This design comes from an exercise in tuning for small area on the open sky130 flow, not from production work. Function was checked by simulation only, so behaviour that the tests miss may differ from the original. Power and IR drop assume default switching activity.

## CPU
module CPU(
    input wire CLK,
    input wire RST,
	output wire [31:0]ALU_OUT,
	output wire ALU_OF,
	output wire ALU_ZF,
	output wire [31:0] dbg_inst,
	output wire [31:0] dbg_a,
    output wire [31:0] dbg_b,
	output wire [2:0] dbg_op,
	output wire reg_write_enable,
	output wire [31:0]alu_output,
	output wire [5:0] inst_addr,
	input wire [31:0] inst_data
    );
reg [5:0] pc;
always @(posedge CLK or posedge RST)
	if (RST) pc <= 6'd0;
	else pc <= pc + 6'd1;
reg [31:0] inst_code;
always @(posedge CLK or posedge RST)
	if (RST) inst_code <= 32'd0;
	else inst_code <= inst_data;
assign inst_addr = pc;
assign dbg_inst = inst_code;
wire [5:0] op = inst_code[31:26];
wire [4:0] rs = inst_code[25:21];
wire [4:0] rt = inst_code[20:16];
wire [4:0] rd = inst_code[15:11];
wire [5:0] func = inst_code[5:0];
wire [2:0] alu_op;
wire we;
opt o(.OP(op), .func(func), .ALU_OP(alu_op), .WE(we));
reg [31:1] valid;
wire [31:1] wsel;
wire [31:1] sel_a;
wire [31:1] sel_b;
wire [31:0] f = ALU_OUT;    
wire [31:0] rdata [1:31];
genvar g, b;
generate
	for (g = 1; g < 32; g = g + 1) begin : row
		reg [31:0] q;
		wire [31:0] d;
		assign wsel[g] = we && (rd == g);
		assign sel_a[g] = valid[g] && (rs == g);
		assign sel_b[g] = valid[g] && (rt == g);
		assign d = ({32{wsel[g]}} & f) | ({32{~wsel[g]}} & q);
		always @(posedge CLK) q <= d;
		assign rdata[g] = q;
  ...
export LEC_CHECK = 0
export CAP_MARGIN = 20
export CELL_PAD_IN_SITES_DETAIL_PLACEMENT = 1
export CELL_PAD_IN_SITES_GLOBAL_PLACEMENT = 2
export CORE_MARGIN = 2
export CORE_UTILIZATION = 40
export GPL_ROUTABILITY_DRIVEN = 1
export PLACE_DENSITY = 0.55
export SETUP_SLACK_MARGIN = 0
export SLEW_MARGIN = 20
export SYNTH_HIERARCHICAL = 1
create_clock -name core_clock -period 12.0 [get_ports {CLK}]
standard.sh (not shown) runs the stock make flow with config.mk's settings and CLKGATE_MAP_FILE= SYNTH_SCRIPT=/design/flow/synth_recipe.tcl, a recipe that flattens the netlist after the stock synthesis.
==> flow/flow/run.sh <==
#!/bin/bash
# Own layout flow: the standard ORFS flow (standard synthesis unchanged),
# with plain buf_1 cells as the port buffers and a clock tree of smaller
# clock buffers without dummy loads. Each tool's output goes to a log of its
# own here.
set -euo pipefail
export BUFFER_PORTS_ARGS="-buffer_cell sky130_fd_sc_hd__buf_1"
export CTS_ARGS="-sink_clustering_enable -repair_clock_nets -dont_use_dummy_load -buf_list {sky130_fd_sc_hd__clkbuf_4 sky130_fd_sc_hd__clkbuf_8}"
bash standard.sh synth > synth.log 2>&1
bash standard.sh \
  "BUFFER_PORTS_ARGS=$BUFFER_PORTS_ARGS" \
  "CTS_ARGS=$CTS_ARGS" \
  finish > layout.log 2>&1
The first run completed without violations.
Then changed:
--- a/flow/flow/run.sh
+++ b/flow/flow/run.sh
@@ -7,3 +7,3 @@
 export BUFFER_PORTS_ARGS="-buffer_cell sky130_fd_sc_hd__buf_1"
-export CTS_ARGS="-sink_clustering_enable -repair_clock_nets -dont_use_dummy_load -buf_list {sky130_fd_sc_hd__clkbuf_4 sky130_fd_sc_hd__clkbuf_8}"
+export CTS_ARGS="-sink_clustering_enable -repair_clock_nets -dont_use_dummy_load -buf_list {sky130_fd_sc_hd__clkbuf_16} -sink_clustering_size 24 -sink_clustering_max_diameter 120"
 bash standard.sh synth > synth.log 2>&1
Settings changed: CORE_UTILIZATION 40 to 48, PLACE_DENSITY 0.55 to 0.62.
=> Worst hold slack hardly moves. Cell count fell by roughly a tenth. Total power fell by roughly a tenth. Wire length fell by a few percent. Synthesized area is unchanged. Combinational power fell slightly.
Then changed:
Settings changed: CORE_UTILIZATION 48 to 40, PLACE_DENSITY 0.62 to 0.55.
The changed run completed with no timing, DRC or antenna violations. Non-clock buffer count decreases by 7. Setup slack gains 0.16 ns. Clock power hardly moves. Via count falls by 2.5%. Combinational power went up by about 0.9%. Clock-buffer cell count stays the same. Final cell count came out higher by 6.8%. Critical path depth is unchanged.
Then changed:
==> flow/flow/run.sh (replaced) <==
#!/bin/bash
# Own layout flow: the standard ORFS flow (standard synthesis unchanged),
# with plain buf_1 cells as the port buffers, no dummy loads in the clock
# tree, and power recovery (downsizing of cells with slack) after global
# routing. Each tool's output goes to a log of its own here.
set -euo pipefail
export BUFFER_PORTS_ARGS="-buffer_cell sky130_fd_sc_hd__buf_1"
export CTS_ARGS="-sink_clustering_enable -repair_clock_nets -dont_use_dummy_load"
export RECOVER_POWER=100
bash standard.sh synth > synth.log 2>&1
bash standard.sh \
  "BUFFER_PORTS_ARGS=$BUFFER_PORTS_ARGS" \
  "CTS_ARGS=$CTS_ARGS" \
  "RECOVER_POWER=$RECOVER_POWER" \
  finish > layout.log 2>&1
What happened: With this change the flow finished but failed the layout checks on max-capacitance violations, max-slew violations. Area after synthesis stays the same. Cell area grows by 2.6%. Power rose by 19%.

[what the ideal ports hide]
The results above use ideal ports. As a check the final layouts listed here were re-extracted and re-timed, cells and wires unchanged.
Step 1 sets driving cells, clkbuf_16 on the clock port and buf_2 on the other inputs (assumed; they add their load-dependent delay and slew).
Step 2 adds t to the input delays and takes it off the output delays; t is the mean of the earliest and latest rising clock arrival at the registers after step 1. Input paths then give back, and output paths get back, about the clock's delay inside the block.
Slacks: no drivers / after step 1 / after step 2; pairs: no drivers / after step 1.
run | t, ns | slack for setup (ns) | hold WS [ns] | worst setup path after step 2 | slew at the worst register clock pin (ns)
the first run | 0.870 | 0.567 / 0.494 / 1.364 | 0.474 / 0.474 / 0.474 | register to output | 0.06 / 0.06
the second run | 0.738 | 0.444 / 0.370 / 1.108 | 0.473 / 0.473 / 0.473 | register to output | 0.11 / 0.11
the third run | 0.752 | 0.604 / 0.524 / 1.275 | 0.481 / 0.481 / 0.481 | register to output | 0.10 / 0.10
the fourth run | 0.768 | 0.402 / 0.323 / 1.092 | 0.470 / 0.470 / 0.470 | register to output | 0.07 / 0.07
